What follows belongs to an exercise in optimizing a design on an open flow for small area, a short achievable clock period and few clock cycles; a production flow would make more cautious choices. Function not checked in this run: the RTL went through the layout flow alone.

==> flow/design.v <==
`timescale 1ns/1ns
module FullAdder( input a, input b, input cin, output S, output cout );
assign S = a ^ b ^ cin;
assign cout = ( a & b ) | ( a & cin ) | ( b & cin );
endmodule
module HalfAdder( input a, input b, output S, output cout );
assign S = a ^ b;
assign cout = a & b;
endmodule
`timescale 1ns/1ns
module TotalALU( clk, dataA, dataB, Signal, control, Output, Busy, reset );
input reset ;
input clk ;
input [2:0] control ;
input [31:0] dataA ;
input [31:0] dataB ;
input [5:0] Signal ;
output [31:0] Output ;
output Busy ;
wire sub = Signal[1];
wire [31:0] bx = dataB ^ {32{sub}};
wire [31:0] sum;
wire cout;
wire [31:0] a_g = dataA & bx;
wire [31:0] a_p = dataA ^ bx;
wire a_g0c = a_g[0] | (a_p[0] & sub);
wire a_G1 = a_g[1] | (a_p[1] & a_g0c);
wire a_G2 = a_g[3] | (a_p[3] & a_g[2]);
wire a_P2 = a_p[3] & a_p[2];
wire a_G3 = a_g[5] | (a_p[5] & a_g[4]);
wire a_P3 = a_p[5] & a_p[4];
wire a_G4 = a_g[7] | (a_p[7] & a_g[6]);
wire a_P4 = a_p[7] & a_p[6];
wire a_G5 = a_g[9] | (a_p[9] & a_g[8]);
wire a_P5 = a_p[9] & a_p[8];
wire a_G6 = a_g[11] | (a_p[11] & a_g[10]);
wire a_P6 = a_p[11] & a_p[10];
wire a_G7 = a_g[13] | (a_p[13] & a_g[12]);
wire a_P7 = a_p[13] & a_p[12];
wire a_G8 = a_g[15] | (a_p[15] & a_g[14]);
wire a_P8 = a_p[15] & a_p[14];
wire a_G9 = a_g[17] | (a_p[17] & a_g[16]);
wire a_P9 = a_p[17] & a_p[16];
wire a_G10 = a_g[19] | (a_p[19] & a_g[18]);
wire a_P10 = a_p[19] & a_p[18];
wire a_G11 = a_g[21] | (a_p[21] & a_g[20]);
wire a_P11 = a_p[21] & a_p[20];
wire a_G12 = a_g[23] | (a_p[23] & a_g[22]);
wire a_P12 = a_p[23] & a_p[22];
wire a_G13 = a_g[25] | (a_p[25] & a_g[24]);
wire a_P13 = a_p[25] & a_p[24];
wire a_G14 = a_g[27] | (a_p[27] & a_g[26]);
wire a_P14 = a_p[27] & a_p[26];
wire a_G15 = a_g[29] | (a_p[29] & a_g[28]);
wire a_P15 = a_p[29] & a_p[28];
wire a_G16 = a_g[31] | (a_p[31] & a_g[30]);
wire a_P16 = a_p[31] & a_p[30];
wire a_G17 = a_g[2] | (a_p[2] & a_G1);
wire a_G18 = a_G2 | (a_P2 & a_G1);
wire a_G19 = a_g[6] | (a_p[6] & a_G3);
wire a_P19 = a_p[6] & a_P3;
wire a_G20 = a_G4 | (a_P4 & a_G3);
wire a_P20 = a_P4 & a_P3;
wire a_G21 = a_g[10] | (a_p[10] & a_G5);
wire a_P21 = a_p[10] & a_P5;
wire a_G22 = a_G6 | (a_P6 & a_G5);
wire a_P22 = a_P6 & a_P5;
wire a_G23 = a_g[14] | (a_p[14] & a_G7);
wire a_P23 = a_p[14] & a_P7;
wire a_G24 = a_G8 | (a_P8 & a_G7);
wire a_P24 = a_P8 & a_P7;
wire a_G25 = a_g[18] | (a_p[18] & a_G9);
wire a_P25 = a_p[18] & a_P9;
wire a_G26 = a_G10 | (a_P10 & a_G9);
wire a_P26 = a_P10 & a_P9;
wire a_G27 = a_g[22] | (a_p[22] & a_G11);
wire a_P27 = a_p[22] & a_P11;
wire a_G28 = a_G12 | (a_P12 & a_G11);
wire a_P28 = a_P12 & a_P11;
wire a_G29 = a_g[26] | (a_p[26] & a_G13);
wire a_P29 = a_p[26] & a_P13;
wire a_G30 = a_G14 | (a_P14 & a_G13);
wire a_P30 = a_P14 & a_P13;
wire a_G31 = a_g[30] | (a_p[30] & a_G15);
wire a_P31 = a_p[30] & a_P15;
wire a_G32 = a_G16 | (a_P16 & a_G15);
wire a_P32 = a_P16 & a_P15;
wire a_G33 = a_g[4] | (a_p[4] & a_G18);
wire a_G34 = a_G3 | (a_P3 & a_G18);
wire a_G35 = a_G19 | (a_P19 & a_G18);
wire a_G36 = a_G20 | (a_P20 & a_G18);
wire a_G37 = a_g[12] | (a_p[12] & a_G22);
wire a_P37 = a_p[12] & a_P22;
wire a_G38 = a_G7 | (a_P7 & a_G22);
wire a_P38 = a_P7 & a_P22;
wire a_G39 = a_G23 | (a_P23 & a_G22);
wire a_P39 = a_P23 & a_P22;
wire a_G40 = a_G24 | (a_P24 & a_G22);
wire a_P40 = a_P24 & a_P22;
wire a_G41 = a_g[20] | (a_p[20] & a_G26);
wire a_P41 = a_p[20] & a_P26;
wire a_G42 = a_G11 | (a_P11 & a_G26);
wire a_P42 = a_P11 & a_P26;
wire a_G43 = a_G27 | (a_P27 & a_G26);
wire a_P43 = a_P27 & a_P26;
wire a_G44 = a_G28 | (a_P28 & a_G26);
wire a_P44 = a_P28 & a_P26;
wire a_G45 = a_g[28] | (a_p[28] & a_G30);
wire a_P45 = a_p[28] & a_P30;
wire a_G46 = a_G15 | (a_P15 & a_G30);
wire a_P46 = a_P15 & a_P30;
wire a_G47 = a_G31 | (a_P31 & a_G30);
wire a_P47 = a_P31 & a_P30;
wire a_G48 = a_G32 | (a_P32 & a_G30);
wire a_P48 = a_P32 & a_P30;
wire a_G49 = a_g[8] | (a_p[8] & a_G36);
wire a_G50 = a_G5 | (a_P5 & a_G36);
wire a_G51 = a_G21 | (a_P21 & a_G36);
wire a_G52 = a_G22 | (a_P22 & a_G36);
wire a_G53 = a_G37 | (a_P37 & a_G36);
wire a_G54 = a_G38 | (a_P38 & a_G36);
wire a_G55 = a_G39 | (a_P39 & a_G36);
wire a_G56 = a_G40 | (a_P40 & a_G36);
wire a_G57 = a_g[24] | (a_p[24] & a_G44);
wire a_P57 = a_p[24] & a_P44;
wire a_G58 = a_G13 | (a_P13 & a_G44);
wire a_P58 = a_P13 & a_P44;
wire a_G59 = a_G29 | (a_P29 & a_G44);
wire a_P59 = a_P29 & a_P44;
wire a_G60 = a_G30 | (a_P30 & a_G44);
wire a_P60 = a_P30 & a_P44;
wire a_G61 = a_G45 | (a_P45 & a_G44);
wire a_P61 = a_P45 & a_P44;
wire a_G62 = a_G46 | (a_P46 & a_G44);
wire a_P62 = a_P46 & a_P44;
wire a_G63 = a_G47 | (a_P47 & a_G44);
wire a_P63 = a_P47 & a_P44;
wire a_G64 = a_G48 | (a_P48 & a_G44);
wire a_P64 = a_P48 & a_P44;
wire a_G65 = a_g[16] | (a_p[16] & a_G56);
wire a_G66 = a_G9 | (a_P9 & a_G56);
wire a_G67 = a_G25 | (a_P25 & a_G56);
wire a_G68 = a_G26 | (a_P26 & a_G56);
wire a_G69 = a_G41 | (a_P41 & a_G56);
wire a_G70 = a_G42 | (a_P42 & a_G56);
wire a_G71 = a_G43 | (a_P43 & a_G56);
wire a_G72 = a_G44 | (a_P44 & a_G56);
wire a_G73 = a_G57 | (a_P57 & a_G56);
wire a_G74 = a_G58 | (a_P58 & a_G56);
wire a_G75 = a_G59 | (a_P59 & a_G56);
wire a_G76 = a_G60 | (a_P60 & a_G56);
wire a_G77 = a_G61 | (a_P61 & a_G56);
wire a_G78 = a_G62 | (a_P62 & a_G56);
wire a_G79 = a_G63 | (a_P63 & a_G56);
wire a_G80 = a_G64 | (a_P64 & a_G56);
wire [31:0] a_c = {a_G79, a_G78, a_G77, a_G76, a_G75, a_G74, a_G73, a_G72, a_G71, a_G70, a_G69, a_G68, a_G67, a_G66, a_G65, a_G56, a_G55, a_G54, a_G53, a_G52, a_G51, a_G50, a_G49, a_G36, a_G35, a_G34, a_G33, a_G18, a_G17, a_G1, a_g0c, sub};
assign sum = a_p ^ a_c;
assign cout = a_G80;
wire lt = ~cout;
wire [31:0] shl = dataA << dataB[4:0];
reg [64:0] P;
reg [31:0] A;
reg [1:0]  cnt;
assign Busy = cnt != 2'd0;
wire accept = ( Signal == 6'd25 ) & ~Busy;
wire [31:0] mc = accept ? dataA : A;
wire [8:0] mb = Busy ? { P[8] & ( cnt != 2'd1 ), P[7:0] } : { dataB[8:1], 1'b0 };
wire [32:0] acc = Busy ? P[64:32] : { 1'b0, mc & {32{dataB[0]}} };
wire neg0 = mb[2];
wire one0 = mb[1] ^ mb[0];
wire two0 = ( mb[2] & ~mb[1] & ~mb[0] ) | ( ~mb[2] & mb[1] & mb[0] );
wire [32:0] x0 = ( ( {1'b0, mc} & {33{one0}} ) | ( {mc, 1'b0} & {33{two0}} ) ) ^ {33{neg0}};
wire neg1 = mb[4];
wire one1 = mb[3] ^ mb[2];
wire two1 = ( mb[4] & ~mb[3] & ~mb[2] ) | ( ~mb[4] & mb[3] & mb[2] );
wire [32:0] x1 = ( ( {1'b0, mc} & {33{one1}} ) | ( {mc, 1'b0} & {33{two1}} ) ) ^ {33{neg1}};
wire neg2 = mb[6];
wire one2 = mb[5] ^ mb[4];
wire two2 = ( mb[6] & ~mb[5] & ~mb[4] ) | ( ~mb[6] & mb[5] & mb[4] );
wire [32:0] x2 = ( ( {1'b0, mc} & {33{one2}} ) | ( {mc, 1'b0} & {33{two2}} ) ) ^ {33{neg2}};
wire neg3 = mb[8];
wire one3 = mb[7] ^ mb[6];
wire two3 = ( mb[8] & ~mb[7] & ~mb[6] ) | ( ~mb[8] & mb[7] & mb[6] );
wire [32:0] x3 = ( ( {1'b0, mc} & {33{one3}} ) | ( {mc, 1'b0} & {33{two3}} ) ) ^ {33{neg3}};
wire [23:0] rest = Busy ? P[31:8] : dataB[31:8];
wire s1;
wire c2;
wire s3;
wire c4;
wire s5;
wire c6;
wire s7;
wire c8;
wire s9;
wire c10;
wire s11;
wire c12;
wire s13;
wire c14;
wire s15;
wire c16;
wire s17;
wire c18;
wire s19;
wire c20;
wire s21;
wire c22;
wire s23;
wire c24;
wire s25;
wire c26;
wire s27;
wire c28;
wire s29;
wire c30;
wire s31;
wire c32;
wire s33;
wire c34;
wire s35;
wire c36;
wire s37;
wire c38;
wire s39;
wire c40;
wire s41;
wire c42;
wire s43;
wire c44;
wire s45;
wire c46;
wire s47;
wire c48;
wire s49;
wire c50;
wire s51;
wire c52;
wire s53;
wire c54;
wire s55;
wire c56;
wire s57;
wire c58;
wire s59;
wire c60;
wire s61;
wire c62;
wire s63;
wire c64;
wire s65;
wire c66;
wire s67;
wire c68;
wire s69;
wire c70;
wire s71;
wire c72;
wire s73;
wire c74;
wire s75;
wire c76;
wire s77;
wire c78;
wire s79;
wire c80;
wire s81;
wire c82;
wire s83;
wire c84;
wire s85;
wire c86;
wire s87;
wire c88;
wire s89;
wire c90;
wire s91;
wire c92;
wire s93;
wire c94;
wire s95;
wire c96;
wire s97;
wire c98;
wire s99;
wire c100;
wire s101;
wire c102;
wire s103;
wire c104;
wire s105;
wire c106;
wire s107;
wire c108;
wire s109;
wire c110;
wire s111;
wire c112;
wire s113;
wire c114;
wire s115;
wire c116;
wire s117;
wire c118;
wire s119;
wire c120;
wire s121;
wire c122;
wire s123;
wire c124;
wire s125;
wire c126;
wire s127;
wire c128;
wire s129;
wire c130;
wire s131;
wire c132;
wire s133;
wire c134;
wire s135;
wire c136;
wire s137;
wire c138;
wire s139;
wire c140;
wire s141;
wire c142;
wire s143;
wire c144;
wire s145;
wire c146;
wire s147;
wire c148;
wire s149;
wire c150;
wire s151;
wire c152;
wire s153;
wire c154;
wire s155;
wire c156;
wire s157;
wire c158;
wire s159;
wire c160;
wire s161;
wire c162;
wire s163;
wire c164;
wire s165;
wire c166;
wire s167;
wire c168;
wire s169;
wire c170;
wire s171;
wire c172;
wire s173;
wire c174;
wire s175;
wire c176;
wire s177;
wire c178;
wire s179;
wire c180;
wire s181;
wire c182;
wire s183;
wire c184;
wire s185;
wire c186;
wire s187;
wire c188;
wire s189;
wire c190;
wire s191;
wire c192;
wire s193;
wire c194;
wire s195;
wire c196;
wire s197;
wire c198;
wire s199;
wire c200;
wire s201;
wire c202;
wire s203;
wire c204;
wire s205;
wire c206;
wire s207;
wire c208;
wire s209;
wire c210;
wire s211;
wire c212;
wire s213;
wire c214;
wire s215;
wire c216;
wire s217;
wire c218;
wire s219;
wire c220;
wire s221;
wire c222;
wire s223;
wire c224;
wire s225;
wire c226;
wire s227;
wire c228;
wire s229;
wire c230;
wire s231;
wire c232;
wire s233;
wire c234;
wire s235;
wire c236;
wire s237;
wire c238;
wire s239;
wire c240;
wire s241;
wire c242;
wire s243;
wire c244;
wire s245;
wire c246;
wire s247;
wire c248;
wire s249;
wire c250;
wire s251;
wire c252;
wire s253;
wire c254;
wire s255;
wire c256;
wire s257;
wire c258;
wire s259;
wire c260;
wire s261;
wire c262;
wire s263;
wire c264;
wire s265;
wire c266;
wire s267;
wire c268;
wire s269;
wire c270;
wire s271;
wire c272;
HalfAdder u_s1 ( .a(acc[5]), .b(x0[4]), .S(s1), .cout(c2) );
HalfAdder u_s3 ( .a(acc[6]), .b(x0[5]), .S(s3), .cout(c4) );
FullAdder u_s5 ( .a(acc[7]), .b(x0[6]), .cin(x1[4]), .S(s5), .cout(c6) );
HalfAdder u_s7 ( .a(x2[2]), .b(x3[0]), .S(s7), .cout(c8) );
FullAdder u_s9 ( .a(acc[8]), .b(x0[7]), .cin(x1[5]), .S(s9), .cout(c10) );
HalfAdder u_s11 ( .a(x2[3]), .b(x3[1]), .S(s11), .cout(c12) );
FullAdder u_s13 ( .a(acc[9]), .b(x0[8]), .cin(x1[6]), .S(s13), .cout(c14) );
HalfAdder u_s15 ( .a(x2[4]), .b(x3[2]), .S(s15), .cout(c16) );
FullAdder u_s17 ( .a(acc[10]), .b(x0[9]), .cin(x1[7]), .S(s17), .cout(c18) );
HalfAdder u_s19 ( .a(x2[5]), .b(x3[3]), .S(s19), .cout(c20) );
FullAdder u_s21 ( .a(acc[11]), .b(x0[10]), .cin(x1[8]), .S(s21), .cout(c22) );
HalfAdder u_s23 ( .a(x2[6]), .b(x3[4]), .S(s23), .cout(c24) );
FullAdder u_s25 ( .a(acc[12]), .b(x0[11]), .cin(x1[9]), .S(s25), .cout(c26) );
HalfAdder u_s27 ( .a(x2[7]), .b(x3[5]), .S(s27), .cout(c28) );
FullAdder u_s29 ( .a(acc[13]), .b(x0[12]), .cin(x1[10]), .S(s29), .cout(c30) );
HalfAdder u_s31 ( .a(x2[8]), .b(x3[6]), .S(s31), .cout(c32) );
FullAdder u_s33 ( .a(acc[14]), .b(x0[13]), .cin(x1[11]), .S(s33), .cout(c34) );
HalfAdder u_s35 ( .a(x2[9]), .b(x3[7]), .S(s35), .cout(c36) );
FullAdder u_s37 ( .a(acc[15]), .b(x0[14]), .cin(x1[12]), .S(s37), .cout(c38) );
HalfAdder u_s39 ( .a(x2[10]), .b(x3[8]), .S(s39), .cout(c40) );
FullAdder u_s41 ( .a(acc[16]), .b(x0[15]), .cin(x1[13]), .S(s41), .cout(c42) );
HalfAdder u_s43 ( .a(x2[11]), .b(x3[9]), .S(s43), .cout(c44) );
FullAdder u_s45 ( .a(acc[17]), .b(x0[16]), .cin(x1[14]), .S(s45), .cout(c46) );
HalfAdder u_s47 ( .a(x2[12]), .b(x3[10]), .S(s47), .cout(c48) );
FullAdder u_s49 ( .a(acc[18]), .b(x0[17]), .cin(x1[15]), .S(s49), .cout(c50) );
HalfAdder u_s51 ( .a(x2[13]), .b(x3[11]), .S(s51), .cout(c52) );
FullAdder u_s53 ( .a(acc[19]), .b(x0[18]), .cin(x1[16]), .S(s53), .cout(c54) );
HalfAdder u_s55 ( .a(x2[14]), .b(x3[12]), .S(s55), .cout(c56) );
FullAdder u_s57 ( .a(acc[20]), .b(x0[19]), .cin(x1[17]), .S(s57), .cout(c58) );
HalfAdder u_s59 ( .a(x2[15]), .b(x3[13]), .S(s59), .cout(c60) );
FullAdder u_s61 ( .a(acc[21]), .b(x0[20]), .cin(x1[18]), .S(s61), .cout(c62) );
HalfAdder u_s63 ( .a(x2[16]), .b(x3[14]), .S(s63), .cout(c64) );
FullAdder u_s65 ( .a(acc[22]), .b(x0[21]), .cin(x1[19]), .S(s65), .cout(c66) );
HalfAdder u_s67 ( .a(x2[17]), .b(x3[15]), .S(s67), .cout(c68) );
FullAdder u_s69 ( .a(acc[23]), .b(x0[22]), .cin(x1[20]), .S(s69), .cout(c70) );
HalfAdder u_s71 ( .a(x2[18]), .b(x3[16]), .S(s71), .cout(c72) );
FullAdder u_s73 ( .a(acc[24]), .b(x0[23]), .cin(x1[21]), .S(s73), .cout(c74) );
HalfAdder u_s75 ( .a(x2[19]), .b(x3[17]), .S(s75), .cout(c76) );
FullAdder u_s77 ( .a(acc[25]), .b(x0[24]), .cin(x1[22]), .S(s77), .cout(c78) );
HalfAdder u_s79 ( .a(x2[20]), .b(x3[18]), .S(s79), .cout(c80) );
FullAdder u_s81 ( .a(acc[26]), .b(x0[25]), .cin(x1[23]), .S(s81), .cout(c82) );
HalfAdder u_s83 ( .a(x2[21]), .b(x3[19]), .S(s83), .cout(c84) );
FullAdder u_s85 ( .a(acc[27]), .b(x0[26]), .cin(x1[24]), .S(s85), .cout(c86) );
HalfAdder u_s87 ( .a(x2[22]), .b(x3[20]), .S(s87), .cout(c88) );
FullAdder u_s89 ( .a(acc[28]), .b(x0[27]), .cin(x1[25]), .S(s89), .cout(c90) );
HalfAdder u_s91 ( .a(x2[23]), .b(x3[21]), .S(s91), .cout(c92) );
FullAdder u_s93 ( .a(acc[29]), .b(x0[28]), .cin(x1[26]), .S(s93), .cout(c94) );
HalfAdder u_s95 ( .a(x2[24]), .b(x3[22]), .S(s95), .cout(c96) );
FullAdder u_s97 ( .a(acc[30]), .b(x0[29]), .cin(x1[27]), .S(s97), .cout(c98) );
HalfAdder u_s99 ( .a(x2[25]), .b(x3[23]), .S(s99), .cout(c100) );
FullAdder u_s101 ( .a(acc[31]), .b(x0[30]), .cin(x1[28]), .S(s101), .cout(c102) );
HalfAdder u_s103 ( .a(x2[26]), .b(x3[24]), .S(s103), .cout(c104) );
FullAdder u_s105 ( .a(~acc[32]), .b(x0[31]), .cin(x1[29]), .S(s105), .cout(c106) );
HalfAdder u_s107 ( .a(x2[27]), .b(~x3[25]), .S(s107), .cout(c108) );
FullAdder u_s109 ( .a(x0[32]), .b(x1[30]), .cin(x2[28]), .S(s109), .cout(c110) );
HalfAdder u_s111 ( .a(x3[26]), .b(~x3[25]), .S(s111), .cout(c112) );
FullAdder u_s113 ( .a(~neg0), .b(x1[31]), .cin(x2[29]), .S(s113), .cout(c114) );
HalfAdder u_s115 ( .a(x3[27]), .b(x3[25]), .S(s115), .cout(c116) );
HalfAdder u_s117 ( .a(x1[32]), .b(x2[30]), .S(s117), .cout(c118) );
HalfAdder u_s119 ( .a(~neg1), .b(x2[31]), .S(s119), .cout(c120) );
HalfAdder u_s121 ( .a(acc[3]), .b(x0[2]), .S(s121), .cout(c122) );
HalfAdder u_s123 ( .a(acc[4]), .b(x0[3]), .S(s123), .cout(c124) );
FullAdder u_s125 ( .a(x1[2]), .b(x2[0]), .cin(neg2), .S(s125), .cout(c126) );
FullAdder u_s127 ( .a(x1[3]), .b(x2[1]), .cin(c2), .S(s127), .cout(c128) );
FullAdder u_s129 ( .a(neg3), .b(c4), .cin(s5), .S(s129), .cout(c130) );
FullAdder u_s131 ( .a(c6), .b(c8), .cin(s9), .S(s131), .cout(c132) );
FullAdder u_s133 ( .a(c10), .b(c12), .cin(s13), .S(s133), .cout(c134) );
FullAdder u_s135 ( .a(c14), .b(c16), .cin(s17), .S(s135), .cout(c136) );
FullAdder u_s137 ( .a(c18), .b(c20), .cin(s21), .S(s137), .cout(c138) );
FullAdder u_s139 ( .a(c22), .b(c24), .cin(s25), .S(s139), .cout(c140) );
FullAdder u_s141 ( .a(c26), .b(c28), .cin(s29), .S(s141), .cout(c142) );
FullAdder u_s143 ( .a(c30), .b(c32), .cin(s33), .S(s143), .cout(c144) );
FullAdder u_s145 ( .a(c34), .b(c36), .cin(s37), .S(s145), .cout(c146) );
FullAdder u_s147 ( .a(c38), .b(c40), .cin(s41), .S(s147), .cout(c148) );
FullAdder u_s149 ( .a(c42), .b(c44), .cin(s45), .S(s149), .cout(c150) );
FullAdder u_s151 ( .a(c46), .b(c48), .cin(s49), .S(s151), .cout(c152) );
FullAdder u_s153 ( .a(c50), .b(c52), .cin(s53), .S(s153), .cout(c154) );
FullAdder u_s155 ( .a(c54), .b(c56), .cin(s57), .S(s155), .cout(c156) );
FullAdder u_s157 ( .a(c58), .b(c60), .cin(s61), .S(s157), .cout(c158) );
FullAdder u_s159 ( .a(c62), .b(c64), .cin(s65), .S(s159), .cout(c160) );
FullAdder u_s161 ( .a(c66), .b(c68), .cin(s69), .S(s161), .cout(c162) );
FullAdder u_s163 ( .a(c70), .b(c72), .cin(s73), .S(s163), .cout(c164) );
FullAdder u_s165 ( .a(c74), .b(c76), .cin(s77), .S(s165), .cout(c166) );
FullAdder u_s167 ( .a(c78), .b(c80), .cin(s81), .S(s167), .cout(c168) );
FullAdder u_s169 ( .a(c82), .b(c84), .cin(s85), .S(s169), .cout(c170) );
FullAdder u_s171 ( .a(c86), .b(c88), .cin(s89), .S(s171), .cout(c172) );
FullAdder u_s173 ( .a(c90), .b(c92), .cin(s93), .S(s173), .cout(c174) );
FullAdder u_s175 ( .a(c94), .b(c96), .cin(s97), .S(s175), .cout(c176) );
FullAdder u_s177 ( .a(c98), .b(c100), .cin(s101), .S(s177), .cout(c178) );
FullAdder u_s179 ( .a(c102), .b(c104), .cin(s105), .S(s179), .cout(c180) );
FullAdder u_s181 ( .a(c106), .b(c108), .cin(s109), .S(s181), .cout(c182) );
FullAdder u_s183 ( .a(c110), .b(c112), .cin(s113), .S(s183), .cout(c184) );
FullAdder u_s185 ( .a(~x3[28]), .b(c114), .cin(c116), .S(s185), .cout(c186) );
FullAdder u_s187 ( .a(x3[29]), .b(x3[28]), .cin(c118), .S(s187), .cout(c188) );
HalfAdder u_s189 ( .a(x2[32]), .b(~x3[30]), .S(s189), .cout(c190) );
HalfAdder u_s191 ( .a(~neg2), .b(x3[31]), .S(s191), .cout(c192) );
HalfAdder u_s193 ( .a(acc[1]), .b(x0[0]), .S(s193), .cout(c194) );
HalfAdder u_s195 ( .a(acc[2]), .b(x0[1]), .S(s195), .cout(c196) );
FullAdder u_s197 ( .a(x1[0]), .b(neg1), .cin(s121), .S(s197), .cout(c198) );
FullAdder u_s199 ( .a(x1[1]), .b(c122), .cin(s123), .S(s199), .cout(c200) );
FullAdder u_s201 ( .a(s1), .b(c124), .cin(s125), .S(s201), .cout(c202) );
FullAdder u_s203 ( .a(s3), .b(c126), .cin(s127), .S(s203), .cout(c204) );
FullAdder u_s205 ( .a(s7), .b(c128), .cin(s129), .S(s205), .cout(c206) );
FullAdder u_s207 ( .a(s11), .b(c130), .cin(s131), .S(s207), .cout(c208) );
FullAdder u_s209 ( .a(s15), .b(c132), .cin(s133), .S(s209), .cout(c210) );
FullAdder u_s211 ( .a(s19), .b(c134), .cin(s135), .S(s211), .cout(c212) );
FullAdder u_s213 ( .a(s23), .b(c136), .cin(s137), .S(s213), .cout(c214) );
FullAdder u_s215 ( .a(s27), .b(c138), .cin(s139), .S(s215), .cout(c216) );
FullAdder u_s217 ( .a(s31), .b(c140), .cin(s141), .S(s217), .cout(c218) );
FullAdder u_s219 ( .a(s35), .b(c142), .cin(s143), .S(s219), .cout(c220) );
FullAdder u_s221 ( .a(s39), .b(c144), .cin(s145), .S(s221), .cout(c222) );
FullAdder u_s223 ( .a(s43), .b(c146), .cin(s147), .S(s223), .cout(c224) );
FullAdder u_s225 ( .a(s47), .b(c148), .cin(s149), .S(s225), .cout(c226) );
FullAdder u_s227 ( .a(s51), .b(c150), .cin(s151), .S(s227), .cout(c228) );
FullAdder u_s229 ( .a(s55), .b(c152), .cin(s153), .S(s229), .cout(c230) );
FullAdder u_s231 ( .a(s59), .b(c154), .cin(s155), .S(s231), .cout(c232) );
FullAdder u_s233 ( .a(s63), .b(c156), .cin(s157), .S(s233), .cout(c234) );
FullAdder u_s235 ( .a(s67), .b(c158), .cin(s159), .S(s235), .cout(c236) );
FullAdder u_s237 ( .a(s71), .b(c160), .cin(s161), .S(s237), .cout(c238) );
FullAdder u_s239 ( .a(s75), .b(c162), .cin(s163), .S(s239), .cout(c240) );
FullAdder u_s241 ( .a(s79), .b(c164), .cin(s165), .S(s241), .cout(c242) );
FullAdder u_s243 ( .a(s83), .b(c166), .cin(s167), .S(s243), .cout(c244) );
FullAdder u_s245 ( .a(s87), .b(c168), .cin(s169), .S(s245), .cout(c246) );
FullAdder u_s247 ( .a(s91), .b(c170), .cin(s171), .S(s247), .cout(c248) );
FullAdder u_s249 ( .a(s95), .b(c172), .cin(s173), .S(s249), .cout(c250) );
FullAdder u_s251 ( .a(s99), .b(c174), .cin(s175), .S(s251), .cout(c252) );
FullAdder u_s253 ( .a(s103), .b(c176), .cin(s177), .S(s253), .cout(c254) );
FullAdder u_s255 ( .a(s107), .b(c178), .cin(s179), .S(s255), .cout(c256) );
FullAdder u_s257 ( .a(s111), .b(c180), .cin(s181), .S(s257), .cout(c258) );
FullAdder u_s259 ( .a(s115), .b(c182), .cin(s183), .S(s259), .cout(c260) );
FullAdder u_s261 ( .a(s117), .b(c184), .cin(s185), .S(s261), .cout(c262) );
FullAdder u_s263 ( .a(s119), .b(c186), .cin(s187), .S(s263), .cout(c264) );
FullAdder u_s265 ( .a(c120), .b(c188), .cin(s189), .S(s265), .cout(c266) );
FullAdder u_s267 ( .a(x3[30]), .b(c190), .cin(s191), .S(s267), .cout(c268) );
HalfAdder u_s269 ( .a(~x3[32]), .b(c192), .S(s269), .cout(c270) );
HalfAdder u_s271 ( .a(~neg3), .b(x3[32]), .S(s271), .cout(c272) );
wire [40:0] ra = {c270, c268, c266, c264, c262, c260, c258, c256, c254, c252, c250, c248, c246, c244, c242, c240, c238, c236, c234, c232, c230, c228, c226, c224, c222, c220, c218, c216, c214, c212, c210, c208, c206, c204, c202, c200, c198, c196, c194, neg0, acc[0]};
wire [40:0] rb = {s271, s269, s267, s265, s263, s261, s259, s257, s255, s253, s251, s249, s247, s245, s243, s241, s239, s237, s235, s233, s231, s229, s227, s225, s223, s221, s219, s217, s215, s213, s211, s209, s207, s205, s203, s201, s199, s197, s195, s193, 1'b0};
wire [40:0] t;
wire [40:0] m_g = ra & rb;
wire [40:0] m_p = ra ^ rb;
wire m_G1 = m_g[1] | (m_p[1] & m_g[0]);
wire m_G2 = m_g[3] | (m_p[3] & m_g[2]);
wire m_P2 = m_p[3] & m_p[2];
wire m_G3 = m_g[5] | (m_p[5] & m_g[4]);
wire m_P3 = m_p[5] & m_p[4];
wire m_G4 = m_g[7] | (m_p[7] & m_g[6]);
wire m_P4 = m_p[7] & m_p[6];
wire m_G5 = m_g[9] | (m_p[9] & m_g[8]);
wire m_P5 = m_p[9] & m_p[8];
wire m_G6 = m_g[11] | (m_p[11] & m_g[10]);
wire m_P6 = m_p[11] & m_p[10];
wire m_G7 = m_g[13] | (m_p[13] & m_g[12]);
wire m_P7 = m_p[13] & m_p[12];
wire m_G8 = m_g[15] | (m_p[15] & m_g[14]);
wire m_P8 = m_p[15] & m_p[14];
wire m_G9 = m_g[17] | (m_p[17] & m_g[16]);
wire m_P9 = m_p[17] & m_p[16];
wire m_G10 = m_g[19] | (m_p[19] & m_g[18]);
wire m_P10 = m_p[19] & m_p[18];
wire m_G11 = m_g[21] | (m_p[21] & m_g[20]);
wire m_P11 = m_p[21] & m_p[20];
wire m_G12 = m_g[23] | (m_p[23] & m_g[22]);
wire m_P12 = m_p[23] & m_p[22];
wire m_G13 = m_g[25] | (m_p[25] & m_g[24]);
wire m_P13 = m_p[25] & m_p[24];
wire m_G14 = m_g[27] | (m_p[27] & m_g[26]);
wire m_P14 = m_p[27] & m_p[26];
wire m_G15 = m_g[29] | (m_p[29] & m_g[28]);
wire m_P15 = m_p[29] & m_p[28];
wire m_G16 = m_g[31] | (m_p[31] & m_g[30]);
wire m_P16 = m_p[31] & m_p[30];
wire m_G17 = m_g[33] | (m_p[33] & m_g[32]);
wire m_P17 = m_p[33] & m_p[32];
wire m_G18 = m_g[35] | (m_p[35] & m_g[34]);
wire m_P18 = m_p[35] & m_p[34];
wire m_G19 = m_g[37] | (m_p[37] & m_g[36]);
wire m_P19 = m_p[37] & m_p[36];
wire m_G20 = m_g[39] | (m_p[39] & m_g[38]);
wire m_P20 = m_p[39] & m_p[38];
wire m_G21 = m_G2 | (m_P2 & m_G1);
wire m_G22 = m_G4 | (m_P4 & m_G3);
wire m_P22 = m_P4 & m_P3;
wire m_G23 = m_G6 | (m_P6 & m_G5);
wire m_P23 = m_P6 & m_P5;
wire m_G24 = m_G8 | (m_P8 & m_G7);
wire m_P24 = m_P8 & m_P7;
wire m_G25 = m_G10 | (m_P10 & m_G9);
wire m_P25 = m_P10 & m_P9;
wire m_G26 = m_G12 | (m_P12 & m_G11);
wire m_P26 = m_P12 & m_P11;
wire m_G27 = m_G14 | (m_P14 & m_G13);
wire m_P27 = m_P14 & m_P13;
wire m_G28 = m_G16 | (m_P16 & m_G15);
wire m_P28 = m_P16 & m_P15;
wire m_G29 = m_G18 | (m_P18 & m_G17);
wire m_P29 = m_P18 & m_P17;
wire m_G30 = m_G20 | (m_P20 & m_G19);
wire m_P30 = m_P20 & m_P19;
wire m_G31 = m_G22 | (m_P22 & m_G21);
wire m_G32 = m_G24 | (m_P24 & m_G23);
wire m_P32 = m_P24 & m_P23;
wire m_G33 = m_G26 | (m_P26 & m_G25);
wire m_P33 = m_P26 & m_P25;
wire m_G34 = m_G28 | (m_P28 & m_G27);
wire m_P34 = m_P28 & m_P27;
wire m_G35 = m_G30 | (m_P30 & m_G29);
wire m_P35 = m_P30 & m_P29;
wire m_G36 = m_G32 | (m_P32 & m_G31);
wire m_G37 = m_G34 | (m_P34 & m_G33);
wire m_P37 = m_P34 & m_P33;
wire m_G38 = m_G37 | (m_P37 & m_G36);
wire m_G39 = m_G33 | (m_P33 & m_G36);
wire m_G40 = m_G35 | (m_P35 & m_G38);
wire m_G41 = m_G23 | (m_P23 & m_G31);
wire m_G42 = m_G25 | (m_P25 & m_G36);
wire m_G43 = m_G27 | (m_P27 & m_G39);
wire m_G44 = m_G29 | (m_P29 & m_G38);
wire m_G45 = m_G3 | (m_P3 & m_G21);
wire m_G46 = m_G5 | (m_P5 & m_G31);
wire m_G47 = m_G7 | (m_P7 & m_G41);
wire m_G48 = m_G9 | (m_P9 & m_G36);
wire m_G49 = m_G11 | (m_P11 & m_G42);
wire m_G50 = m_G13 | (m_P13 & m_G39);
wire m_G51 = m_G15 | (m_P15 & m_G43);
wire m_G52 = m_G17 | (m_P17 & m_G38);
wire m_G53 = m_G19 | (m_P19 & m_G44);
wire m_G54 = m_g[2] | (m_p[2] & m_G1);
wire m_G55 = m_g[4] | (m_p[4] & m_G21);
wire m_G56 = m_g[6] | (m_p[6] & m_G45);
wire m_G57 = m_g[8] | (m_p[8] & m_G31);
wire m_G58 = m_g[10] | (m_p[10] & m_G46);
wire m_G59 = m_g[12] | (m_p[12] & m_G41);
wire m_G60 = m_g[14] | (m_p[14] & m_G47);
wire m_G61 = m_g[16] | (m_p[16] & m_G36);
wire m_G62 = m_g[18] | (m_p[18] & m_G48);
wire m_G63 = m_g[20] | (m_p[20] & m_G42);
wire m_G64 = m_g[22] | (m_p[22] & m_G49);
wire m_G65 = m_g[24] | (m_p[24] & m_G39);
wire m_G66 = m_g[26] | (m_p[26] & m_G50);
wire m_G67 = m_g[28] | (m_p[28] & m_G43);
wire m_G68 = m_g[30] | (m_p[30] & m_G51);
wire m_G69 = m_g[32] | (m_p[32] & m_G38);
wire m_G70 = m_g[34] | (m_p[34] & m_G52);
wire m_G71 = m_g[36] | (m_p[36] & m_G44);
wire m_G72 = m_g[38] | (m_p[38] & m_G53);
wire m_G73 = m_g[40] | (m_p[40] & m_G40);
wire [40:0] m_c = {m_G40, m_G72, m_G53, m_G71, m_G44, m_G70, m_G52, m_G69, m_G38, m_G68, m_G51, m_G67, m_G43, m_G66, m_G50, m_G65, m_G39, m_G64, m_G49, m_G63, m_G42, m_G62, m_G48, m_G61, m_G36, m_G60, m_G47, m_G59, m_G41, m_G58, m_G46, m_G57, m_G31, m_G56, m_G45, m_G55, m_G21, m_G54, m_G1, m_g[0], 1'b0};
assign t = m_p ^ m_c;
always @( posedge clk ) begin
  A <= mc;
  if ( reset ) begin
    P <= 65'd0;
    cnt <= 2'd0;
  end else if ( accept | Busy ) begin
    P <= { t, rest };
    cnt <= cnt - 2'd1;
  end
end
wire isAND = Signal == 6'd36;
wire isOR  = Signal == 6'd37;
wire isAS  = ( Signal == 6'd32 ) | ( Signal == 6'd34 );
wire isSLT = Signal == 6'd42;
wire isSLL = Signal == 6'd0;
wire isHI  = Signal == 6'd16;
wire isLO  = Signal == 6'd18;
assign Output = ( {32{isAND}} & ( dataA & dataB ) )
              | ( {32{isOR}}  & ( dataA | dataB ) )
              | ( {32{isAS}}  & sum )
              | { 31'd0, isSLT & lt }
              | ( {32{isSLL}} & shl )
              | ( {32{isHI}}  & P[63:32] )
              | ( {32{isLO}}  & P[31:0] );
endmodule
==> flow/flow/run.sh <==
#!/bin/bash
# Layout: the standard flow (standard.sh: standard synthesis, floorplan,
# placement, CTS, routing), with two changes:
#  - the port buffers are buf_1 cells (repair_timing upsizes the critical ones) rather than the delay cells buffer_ports
#    picks by default (every input and output port still gets a buffer);
#  - repair_timing aims for SETUP_SLACK_MARGIN ns more setup slack than the
#    clock needs, so it shortens the port-to-port paths that set the period.
# The clock, its period and the I/O constraints are the standard flow's, unchanged.
set -euo pipefail
MARGIN=${MARGIN:-11}
bash standard.sh "SETUP_SLACK_MARGIN=$MARGIN" \
  "BUFFER_PORTS_ARGS=-buffer_cell sky130_fd_sc_hd__buf_1" REMOVE_ABC_BUFFERS=1 finish > standard_flow.log 2>&1
==> flow/standard.sh <==
#!/bin/bash
# synth_recipe.tcl (not shown) runs the flow's synth.tcl, then flattens the netlist and writes it again
# the make line also repeats each setting of config.mk as NAME=value (left out here)
make -C /OpenROAD-flow-scripts/flow DESIGN_CONFIG=/design/flow/config.mk WORK_HOME=/design/flow/orfs CLKGATE_MAP_FILE= SYNTH_SCRIPT=/design/flow/synth_recipe.tcl "${@:-finish}"
==> flow/config.mk <==
export PLATFORM = sky130hd
export DESIGN_NAME = TotalALU
export DESIGN_NICKNAME = TotalALU
export VERILOG_FILES = /design/flow/design.v
export SDC_FILE = /design/flow/constraint.sdc
export NUM_CORES = 4
export LEC_CHECK = 0
export CAP_MARGIN = 20
export CORE_MARGIN = 2
export CORE_UTILIZATION = 40
export SLEW_MARGIN = 20
export SYNTH_HIERARCHICAL = 1
export SYNTH_MINIMUM_KEEP_SIZE = 0
==> flow/constraint.sdc <==
create_clock -name core_clock -period 24.0 [get_ports {clk}]
set_input_delay 4.8000 -clock core_clock [delete_from_list [all_inputs] [get_ports {clk}]]
set_output_delay 4.8000 -clock core_clock [all_outputs]
set_load 0.01 [all_outputs]
==> summary.txt <==
==> modules after synthesis, one instance, submodules excluded <==
module	cells inside	area [um2]	flip-flops and latches	copies in the design
HalfAdder	1	12.5	0	40
FullAdder	1	20.0	0	96
TotalALU	1557	12700	99	1
==> final timing paths <==
check                           start                  to  slack [ps]  cells past startpoint
setup / recovery            Signal[1]          Output[17]       11020                     16
hold / removal     P[27]$_SDFFE_PP0P_  P[27]$_SDFFE_PP0P_         480                      2
setup reg to reg  cnt[0]$_SDFFE_PP0P_  P[54]$_SDFFE_PP0P_       15940                     23
hold reg to reg    P[27]$_SDFFE_PP0P_  P[27]$_SDFFE_PP0P_         480                      2
==> state kept, by name, indices dropped and copies added, names as in the netlist <==
name and flops:
P 65, A 32, cnt 2
==> cells in the final DEF, fill, tap and decap left out, types with 9 or more instances in the layout <==
| cell | count |
|---|---|
| dfxtp_1 | 99 |
| nor3_1 | 18 |
| a211oi_1 | 60 |
| fa_1 | 119 |
| mux2i_1 | 57 |
| xnor2_1 | 159 |
| a221oi_1 | 22 |
| ha_1 | 113 |
| a21oi_1 | 90 |
| clkbuf_16 | 11 |
| o21ai_0 | 57 |
| o22ai_1 | 124 |
| nor2b_1 | 13 |
| maj3_1 | 12 |
| mux2_2 | 12 |
| xor2_1 | 39 |
| buf_1 | 96 |
| nand3_1 | 14 |
| o21a_1 | 9 |
| nand2_1 | 105 |
| o2bb2ai_1 | 31 |
| a21o_1 | 19 |
| nor2_1 | 107 |
| mux4_2 | 13 |
| buf_4 | 27 |
| mux2i_2 | 25 |
| a221o_1 | 12 |
| inv_1 | 87 |
==> metal layers <==
metal / wire length [um] / vias to the layer above / share of wire
met2: 25900 / 737 / 0.47
met1: 21900 / 6860 / 0.40
met3: 4710 / 132 / 0.086
met4: 2490 / 2 / 0.045
met5: 13 / - / 0.00024
li1: - / 6239 / -
==> layout make-up <==
| class | count | area [um2] |
|---|---|---|
| Sequential cell | 99 | 1980 |
| Fill cell | 3724 | 21100 |
| Timing Repair Buffer | 136 | 738 |
| Multi-Input combinational cell | 1382 | 12300 |
| Clock buffer | 12 | 256 |
| Tap cell | 511 | 639 |
| Inverter | 92 | 345 |
| Clock inverter | 3 | 47.5 |
==> logic make-up (layout without fill, tap and decap cells) <==
logic type,Yosys count,after routing
muxes,118,118
buffers and inverters,212,243
AOI/OAI and AO/OA,507,507
DFF,99,99
xor gates and xnor gates,202,202
and+or+nand+nor,309,309
adders and majority gates,246,246
==> worst max-delay path: stages <==
cell and delay (ps):
clkbuf_2 180, buf_12 220, xor2_1 170, ha_1 390, o211a_4 210, a21oi_4 70, o31ai_4 340, nor2_1 70
inv_1 80, nand2_1 80, fa_1 430, xnor2_1 150, a221o_1 370, a221oi_1 210, o21ai_0 220, buf_1 180
==> per-stage QoR <==
| step | hold slack [ps] | area (um2) |
|---|---|---|
| final | 479 | 16300 |
| after global routing | 508 | 16300 |
| after CTS | 481 | 16200 |
| after detailed placement | 473 | 15800 |
| after global placement | 465 | 15800 |
| after floorplan | 437 | 14500 |
==> timing repair <==
action	in CTS	in global routing
cloned	1	2
endpoints found under the setup margin	16	7
endpoints found under the hold margin	0	0
pin swaps	0	6
buffers inserted	0	2
gates resized for setup	10	13
==> flow_summary.json <==
{
  "status": "timing/DRC/antenna clean",
  "synth_most_common_cell": "xnor2_1",
  "synth-compound-area-share": 0.230,
  "gr-usage-met2": 0.464,
  "hold_viol": 0,
  "hp-class": "reg -> reg",
  "yosys.area_share.simple": 0.0923,
  "yosysWarnings": 7,
  "period_share": 0.541,
  "worstMarginPinSlew_ps": 1090,
  "diodes": 0,
  "yosys.area.top_type": "fa_1",
  "antenna_found_initial": 1,
  "synthMuxAreaShare": 0.104,
  "cp-end-kind": "output port",
  "place_ws_ps": 10700,
  "vias": 14000,
  "core_area_um2": 37400,
  "nNetsFinal": 2029,
  "syn_avg_cell_area_um2": 8.92,
  "routedWlPerCell_um": 24.6,
  "drive_above_1_share": 0.0893,
  "die_y_um": 198,
  "cts_buffer_depth": 2,
  "final_util": 0.436,
  "post-place-cells": 2215,
  "clk_latency_ps": 380,
  "slew_headroom": 0.268,
  "grt_use_met3": 0.0439,
  "initial_core_util": 0.404,
  "syn_inst": 1693,
  "cp_max_fo": 19,
  "synth_xor_xnor_area_share": 0.117,
  "maxSlewViolCount": 0,
  "crit_arrival_ps": 8180,
  "synth_ff_type": "dfxtp_1",
  "cts_max_level": 3,
  "synth_commonest_cells": "xnor2_1, o22ai_1, fa_1",
  "place.gp.congestion": 0.969,
  "yosysTopAreaCellShare": 0.159,
  "grt_pass1_wl_mm": 84.1,
  "fp.dieW_um": 198,
  "grt.busiest_layer": "met2",
  "maxCapViolCount": 0,
  "finalClockSkew_ps": 15.9,
  "detail-route-antenna-nets": 0,
  "cts_sinks": 99,
  "grt.total_usage": 0.283,
  "setup_viol": 0,
  "cts_tree": "yes",
  "fin_cells": 2235,
  "cts_buffers": 9,
  "hold_buffers": 0,
  "wirelength_mm": 55.0,
  "synth_top_family_by_area": "adder cells",
  "synthesis.area_um2": 15100,
  "dr.pass1.iters": 6,
  "drtIter0Drc": 1546,
  "yosysSeqAreaShare": 0.131,
  "clock-root-buffer": "clkbuf_16",
  "worstPathRequired_ps": 19200,
  "io_pins": 108,
  "synth_cell_type_count": 86,
  "rows": 71,
  "grt_max_degree": 70,
  "grt_pass1_vias": 13900,
  "io_buffer_count": 104,
  "crit_type": "in -> out",
  "synthArstFlopShare": 0,
  "ys_seq_elements": 99,
  "viasPerCell": 6.25,
  "netlist_top_cells_area": "fa_1, dfxtp_1, ha_1",
  "synth_edf_count": 0,
  "clk_pin_slew_ps": 70,
  "setup.worst_path.start_class": "input pin",
  "synthToLayoutAreaGrowth_pct": 7.88,
  "gr-usage-met1": 0.368,
  "overflow": 0,
  "rsz0062_at_grt": "false",
  "setup_tns_ps": 0,
  "finalWorstPathRequiredPeriod_ps": 12980,
  "fmax_ghz": 0.0771,
  "setup_slack_ps": 11020,
  "dieArea_um2": 39300,
  "hpwl_mm": 40.6,
  "drc": 0,
  "synthAdderAreaFrac": 0.261
}

separate check: timing with driven ports:
The results above use ideal ports. As a check the final layout listed here was re-extracted and re-timed, cells and wires unchanged. Step 1 sets driving cells, clkbuf_16 on the clock port and buf_2 on the other inputs (assumed; they add their load-dependent delay and slew). Step 2 adds t to the input delays and takes it off the output delays; t is the mean of the earliest and latest rising clock arrival at the registers after step 1. Input paths then give back, and output paths get back, about the clock's delay inside the block. Three values: ideal ports, drivers, drivers and shift; two values: the first two.
t (ns): 0.429
slack for setup (ns): 11.023 / 11.001 / 11.001
worst data-port slew with drivers (ns): 0.05
pins driven straight from the clock port: 1
After both steps setup and hold are still met in this run. The setup slack of this run moves by -0.022 ns with the drivers and by -0.022 ns with both steps.
